Context: an optimization exercise on an open-source flow, tuned for small area, a short achievable clock period and few clock cycles. The choices shown serve that exercise and are no tape-out recipe.
Only simulation tests tie the RTL to the original design; equivalence was not proved.
Power is estimated from default activity; no workload was simulated.

== build 55 ==
Design multipler_top, start of the top module:
module multipler_top #(
    parameter integer DATA_LENGTH       = 64,
    parameter integer BLOCK_LENGTH      = 16,
    parameter integer LENGTH            = 16
) (
    input  logic                        clk_i,
    input  logic                        rst_ni,
    input  logic                        start_i,
    output logic                        busy_o,
    output logic                        finish_o,
    input  logic [DATA_LENGTH-1:0]      indata_a_i,
    input  logic [DATA_LENGTH-1:0]      indata_b_i,
    output logic [DATA_LENGTH*2-1:0]    outdata_r_o
);
clock: 10.0 ns
lec_check: 0
cap_margin: 20
core_margin: 2
core_utilization: 45
slew_margin: 20
standard.sh (not shown) runs the stock make flow with config.mk's settings and CLKGATE_MAP_FILE= SYNTH_SCRIPT=/design/flow/synth_recipe.tcl, a recipe that flattens the netlist after the stock synthesis.
==> flow/flow/run.sh <==
#!/bin/bash
set -euo pipefail
MARGIN=$(cat flow/margin.txt)
{
  echo "include $(pwd)/config.mk"
  echo "export SETUP_SLACK_MARGIN = $MARGIN"
} > margin_config.mk
sed "s#DESIGN_CONFIG=[^ ]*#DESIGN_CONFIG=$(pwd)/margin_config.mk#" standard.sh > standard_margin.sh
bash standard_margin.sh > standard.log 2>&1
==> flow/flow/margin.txt <==
6.5
Testbench counts of build 55, summed over its fixed seeds: cycles 33,600.
--- input diff build 55..build 39 ---
--- a/flow/design.v
+++ b/flow/design.v
@@ -747,26 +747,26 @@
 assign csa_s[67] = fs527;
 assign csa_c[67] = fc526;
 assign csa_s[68] = fs529;
 assign csa_c[68] = fc528;
 assign csa_s[69] = pp2[65];
 assign csa_c[69] = fc530;
 assign csa_s[70] = cb[2];
 assign csa_c[70] = 1'b0;
 assign csa_s[71] = 1'b0;
 assign csa_c[71] = 1'b0;
 assign csa_s[72] = 1'b0;
 assign csa_c[72] = 1'b0;
+wire [K:0]  low_sum = {1'b0, ls_q} + {1'b0, lc_q} + {{K{1'b0}}, cy_q};
 wire [67:0] full_sum;
-wire low_cy;
 wire [67:0] pa_p0, pa_g0;
 assign pa_p0 = {s_q[61:0], ls_q} ^ {c_q[61:0], lc_q};
 assign pa_g0 = {s_q[61:0], ls_q} & {c_q[61:0], lc_q};
 wire [67:0] pa_G_0, pa_P_0;
 assign pa_G_0 = {pa_g0[67:1], pa_g0[0] | (pa_p0[0] & cy_q)};
 assign pa_P_0 = pa_p0;
 wire [67:0] pa_G_1, pa_P_1;
 assign pa_G_1[0] = pa_G_0[0];
 assign pa_P_1[0] = pa_P_0[0];
 assign pa_G_1[1] = pa_G_0[1] | (pa_P_0[1] & pa_G_0[0]);
 assign pa_P_1[1] = pa_P_0[1] & pa_P_0[0];
 assign pa_G_1[2] = pa_G_0[2];
@@ -1715,29 +1715,28 @@
 assign pa_P_7[62] = pa_P_6[62];
 assign pa_G_7[63] = pa_G_6[63];
 assign pa_P_7[63] = pa_P_6[63];
 assign pa_G_7[64] = pa_G_6[64] | (pa_P_6[64] & pa_G_6[63]);
 assign pa_P_7[64] = pa_P_6[64] & pa_P_6[63];
 assign pa_G_7[65] = pa_G_6[65] | (pa_P_6[65] & pa_G_6[63]);
 assign pa_P_7[65] = pa_P_6[65] & pa_P_6[63];
 assign pa_G_7[66] = pa_G_6[66] | (pa_P_6[66] & pa_G_6[63]);
 assign pa_P_7[66] = pa_P_6[66] & pa_P_6[63];
 assign pa_G_7[67] = pa_G_6[67] | (pa_P_6[67] & pa_G_6[63]);
 assign pa_P_7[67] = pa_P_6[67] & pa_P_6[63];
 assign full_sum = pa_p0 ^ {pa_G_7[66:0], cy_q};
-assign low_cy = pa_G_7[5];
 always_ff @(posedge clk_i) begin
     a_q   <= st_idle ? indata_a_i : a_q;
-    b_q   <= st_idle ? {{(NK-64){1'b0}}, indata_b_i} : {full_sum[K-1:0], b_q[NK-1:K]};
+    b_q   <= st_idle ? {{(NK-64){1'b0}}, indata_b_i} : {low_sum[K-1:0], b_q[NK-1:K]};
     one_q <= st_idle ? one_in : one_nx;
     two_q <= st_idle ? two_in : two_nx;
     neg_q <= st_idle ? neg_in : neg_nx;
     s_q   <= st_cpa ? {{(M-62){1'b0}}, full_sum[67:K]} : csa_s[W-1:K];
     c_q   <= csa_c[W-1:K];
     ls_q  <= csa_s[K-1:0];
     lc_q  <= csa_c[K-1:0];
-    cy_q  <= st_run & ~first & low_cy;
+    cy_q  <= st_run & ~first & low_sum[K];
 end
 assign busy_o      = st_run | st_cpa;
 assign finish_o    = st_fin;
 assign outdata_r_o = {s_q[61:0], b_q};
 endmodule
Findings:
- Power density over cell area of build 39 exceeds that of build 55 slightly.
- The worst hold slack across all endpoints was comparable across build 55 and build 39.
- Build 39 vs build 55 on multi-input logic portion of the cell area: build 39 is the lower one.
- In the flow results for build 55 and build 39, the aggregate routed wire length is larger on build 55.
- Floorplan check, build 39 vs build 55: die outline smaller in build 39
- From build 55 to build 39 the numbers moved as follows: utilization of the core after routing level; maximum frequency from static timing analysis moved down; die outline height moved down; share of the cycle needed by the critical path after routing moved up; area after synthesis moved down.
- Relative to build 55, build 39 improves count of vias placed by the detailed router.
- Area: build 39 vs build 55 -> build 39 smaller
- Build 39 against build 55; number of cells in the design after placement is down slightly.
Testbench counts of build 39, summed over its fixed seeds: cycles 33,600.

[port drivers added, routing unchanged]
No port has a modelled driver above. Below, the same layouts with a new extraction and two added sets of constraints. Step 1 (the two cells are an assumption about what drives the block):
set clk [get_ports {clk_i}]
set_driving_cell -lib_cell sky130_fd_sc_hd__clkbuf_16 $clk
set_driving_cell -lib_cell sky130_fd_sc_hd__buf_2 [delete_from_list [all_inputs] $clk]
Step 2, shift: input delay + t, output delay - t, t = (earliest + latest rising clock arrival at the registers) / 2. This alone moves slack from input paths to output paths. Three values: ideal, step 1, step 2; two values: the first two.
run | shift t [ns] | setup WS [ns] | worst setup path at the end | slew at the worst register clock pin (ns)
build 55 | 0.615 | 6.532 / 6.475 / 6.574 | register to register | 0.06 / 0.06
build 39 | 0.609 | 6.383 / 6.383 / 6.383 | register to register | 0.06 / 0.06
After both steps setup and hold are still met in every run listed.
